This design comes from an exercise in tuning for small area, a short achievable clock period and few clock cycles per item on the open sky130 flow, not from production work. The RTL was checked by simulation tests, not by an equivalence proof against the original design.

lane 1:
## ifft_top
module ifft_top (
    input  wire        clk,
    input  wire        rst,
    input  wire        ifft_enable,
    input  wire [15:0] in_0_real,
    input  wire [15:0] in_1_real,
    input  wire [15:0] in_2_real,
    input  wire [15:0] in_3_real,
    input  wire [15:0] in_4_real,
    input  wire [15:0] in_5_real,
    input  wire [15:0] in_6_real,
    input  wire [15:0] in_7_real,
    input  wire [15:0] in_8_real,
    input  wire [15:0] in_9_real,
    input  wire [15:0] in_10_real,
    input  wire [15:0] in_11_real,
    input  wire [15:0] in_0_imag,
    input  wire [15:0] in_1_imag,
    input  wire [15:0] in_2_imag,
    input  wire [15:0] in_3_imag,
    input  wire [15:0] in_4_imag,
    input  wire [15:0] in_5_imag,
    input  wire [15:0] in_6_imag,
    input  wire [15:0] in_7_imag,
    input  wire [15:0] in_8_imag,
    input  wire [15:0] in_9_imag,
    input  wire [15:0] in_10_imag,
    input  wire [15:0] in_11_imag,
    output wire [15:0] ifft_out_real,
    output wire [15:0] ifft_out_imag,
    output wire        finish
);
  integer i;
  reg       busy;
  reg [4:0] t;
  reg       fin;
  wire      start = ~busy & ifft_enable;
  always @(posedge clk or negedge rst) begin
    if (!rst) begin
      busy <= 1'b0;
  ...
export LEC_CHECK = 0
export CAP_MARGIN = 80
export CORE_MARGIN = 2
export CORE_UTILIZATION = 40
export SLEW_MARGIN = 80
create_clock -name core_clock -period 13.6 [get_ports {clk}]
run.sh (not shown) runs the stock make flow with config.mk's settings and CLKGATE_MAP_FILE= SYNTH_SCRIPT=/design/flow/synth_recipe.tcl, a recipe that flattens the netlist after the stock synthesis.
Testbench counts of lane 1, summed over its fixed seeds: cycles 10,752, items 512.
The inputs of lane 2 differ from those of lane 1 as listed below.
- swapping 80 for 20 in SLEW_MARGIN
- swapping 80 for 20 in CAP_MARGIN
[summary]
Going from lane 1 to lane 2, critical path depth fell 2, worst setup slack down 310 ps. Lane 2 completed end to end with timing, DRC and antenna clean. [compare] base=lane 1 new=lane 2: met3 capacity usage during global routing fell 0.19 points.


ifft_top, a different RTL version from the one above (not shown whole).
For scale: ~5400 cells after synthesis, roughly 1100 flip-flops, roughly 420 I/O pins, roughly 0.061 mm² of cells after synthesis.
clock: 13.6 ns
lec_check: 0
cap_margin: 20
core_margin: 2
core_utilization: 40
slew_margin: 20
The starting point finished clean.
Testbench counts at the start, summed over its fixed seeds: cycles 11,264, items 512.
==> next run, changes <==
- CORE_UTILIZATION: 40 -> 60
- PLACE_DENSITY: not set -> 0.8
Result: Global-route usage grows by 9.9 points; worst hold slack barely changes.
==> next run, changes <==
- CORE_UTILIZATION: 60 -> 65
- PLACE_DENSITY: 0.8 -> not set
Outcome: The changed run finished clean; die area is lower by 7.6%; non-clock buffer count is lower by 2; sequential cell count does not change; synthesized area does not change; routed wire length hardly moves; fmax is lower by about 1.4%; register-to-register slack got worse by 0.07 ns; final area is lower by about 0.3%; global-route usage is higher by 2.8 points.
==> next run, changes <==
- CORE_UTILIZATION: 65 -> 40
- CTS_BUF_LIST: not set -> sky130_fd_sc_hd__clkbuf_4 sky130_fd_sc_hd__clkbuf_8
The changed run completed with no timing, DRC or antenna violations.
Global-route usage goes down by 12 points.
Routed wire length goes up by 4.5%.
==> next run, changes <==
- CAP_MARGIN: 20 -> 80
- CTS_BUF_LIST: sky130_fd_sc_hd__clkbuf_4 sky130_fd_sc_hd__clkbuf_8 -> not set
- SLEW_MARGIN: 20 -> 80
Hold slack is better by 0.0067 ns; worst setup slack improves by 0.25 ns.


Another version of the RTL of ifft_top (not shown whole).
Size: ~5400 cells after synthesis, roughly 960 flip-flops, ~420 I/O pins, ~58000 um2 of cells after synthesis.
make LEC_CHECK=0 CAP_MARGIN=50 CORE_MARGIN=2 CORE_UTILIZATION=40 SLEW_MARGIN=50 finish   # period 13.6 ns
The baseline finished clean.
Testbench counts at the start, summed over its fixed seeds: cycles 11,264, items 512.
Edit:
Settings changed: CAP_MARGIN 50 to 20, SLEW_MARGIN 50 to 20.
What happened: Sequential cell count is unchanged; final area drops by about 0.7%; global-route usage stays flat; critical path depth falls by 2.

-- port drivers added, routing unchanged --
The flow's constraints put no driver on any port. The routed layouts listed below were extracted and timed again, unchanged, in two steps.
Step 1 (the two cells are an assumption about what drives the block):
set clk [get_ports {clk}]
set_driving_cell -lib_cell sky130_fd_sc_hd__clkbuf_16 $clk
set_driving_cell -lib_cell sky130_fd_sc_hd__buf_2 [delete_from_list [all_inputs] $clk]
Step 2 moves the port delays by t, midway between the first and last clock arrival at a register: inputs arrive t later, outputs are due t later. That takes back most of the time a late clock gives input paths.
Three values: ideal ports, drivers, drivers and shift; two values: the first two.
| run | t (ns) | setup WS [ns] | hold slack, ns | clock arrival spread, ns | worst register clock-pin slew, ns |
|---|---|---|---|---|---|
| lane 1 | 0.855 | 9.054 / 9.054 / 9.054 | 0.315 / 0.315 / 0.315 | 0.060 / 0.060 | 0.07 / 0.07 |
| lane 2 | 0.810 | 8.746 / 8.746 / 8.746 | 0.321 / 0.321 / 0.321 | 0.116 / 0.116 | 0.07 / 0.07 |
| the first run of note 2 | 0.822 | 8.966 / 8.966 / 8.966 | 0.319 / 0.319 / 0.319 | 0.038 / 0.037 | 0.07 / 0.07 |
| the second run of note 2 | 0.774 | 8.910 / 8.910 / 8.910 | 0.321 / 0.321 / 0.321 | 0.032 / 0.032 | 0.07 / 0.07 |
| the third run of note 2 | 0.774 | 8.844 / 8.844 / 8.844 | 0.312 / 0.312 / 0.312 | 0.035 / 0.035 | 0.07 / 0.07 |
| the fourth run of note 2 | 0.996 | 8.935 / 8.935 / 8.935 | 0.316 / 0.316 / 0.316 | 0.061 / 0.061 | 0.07 / 0.07 |
| the fifth run of note 2 | 0.827 | 9.185 / 9.104 / 9.197 | 0.323 / 0.323 / 0.323 | 0.087 / 0.086 | 0.07 / 0.07 |
| the first run of note 3 | 0.807 | 8.518 / 8.518 / 8.518 | 0.326 / 0.326 / 0.326 | 0.042 / 0.042 | 0.07 / 0.07 |
| the second run of note 3 | 0.796 | 8.142 / 8.142 / 8.142 | 0.326 / 0.326 / 0.326 | 0.052 / 0.052 | 0.07 / 0.07 |
After both steps every run listed still meets setup and hold.
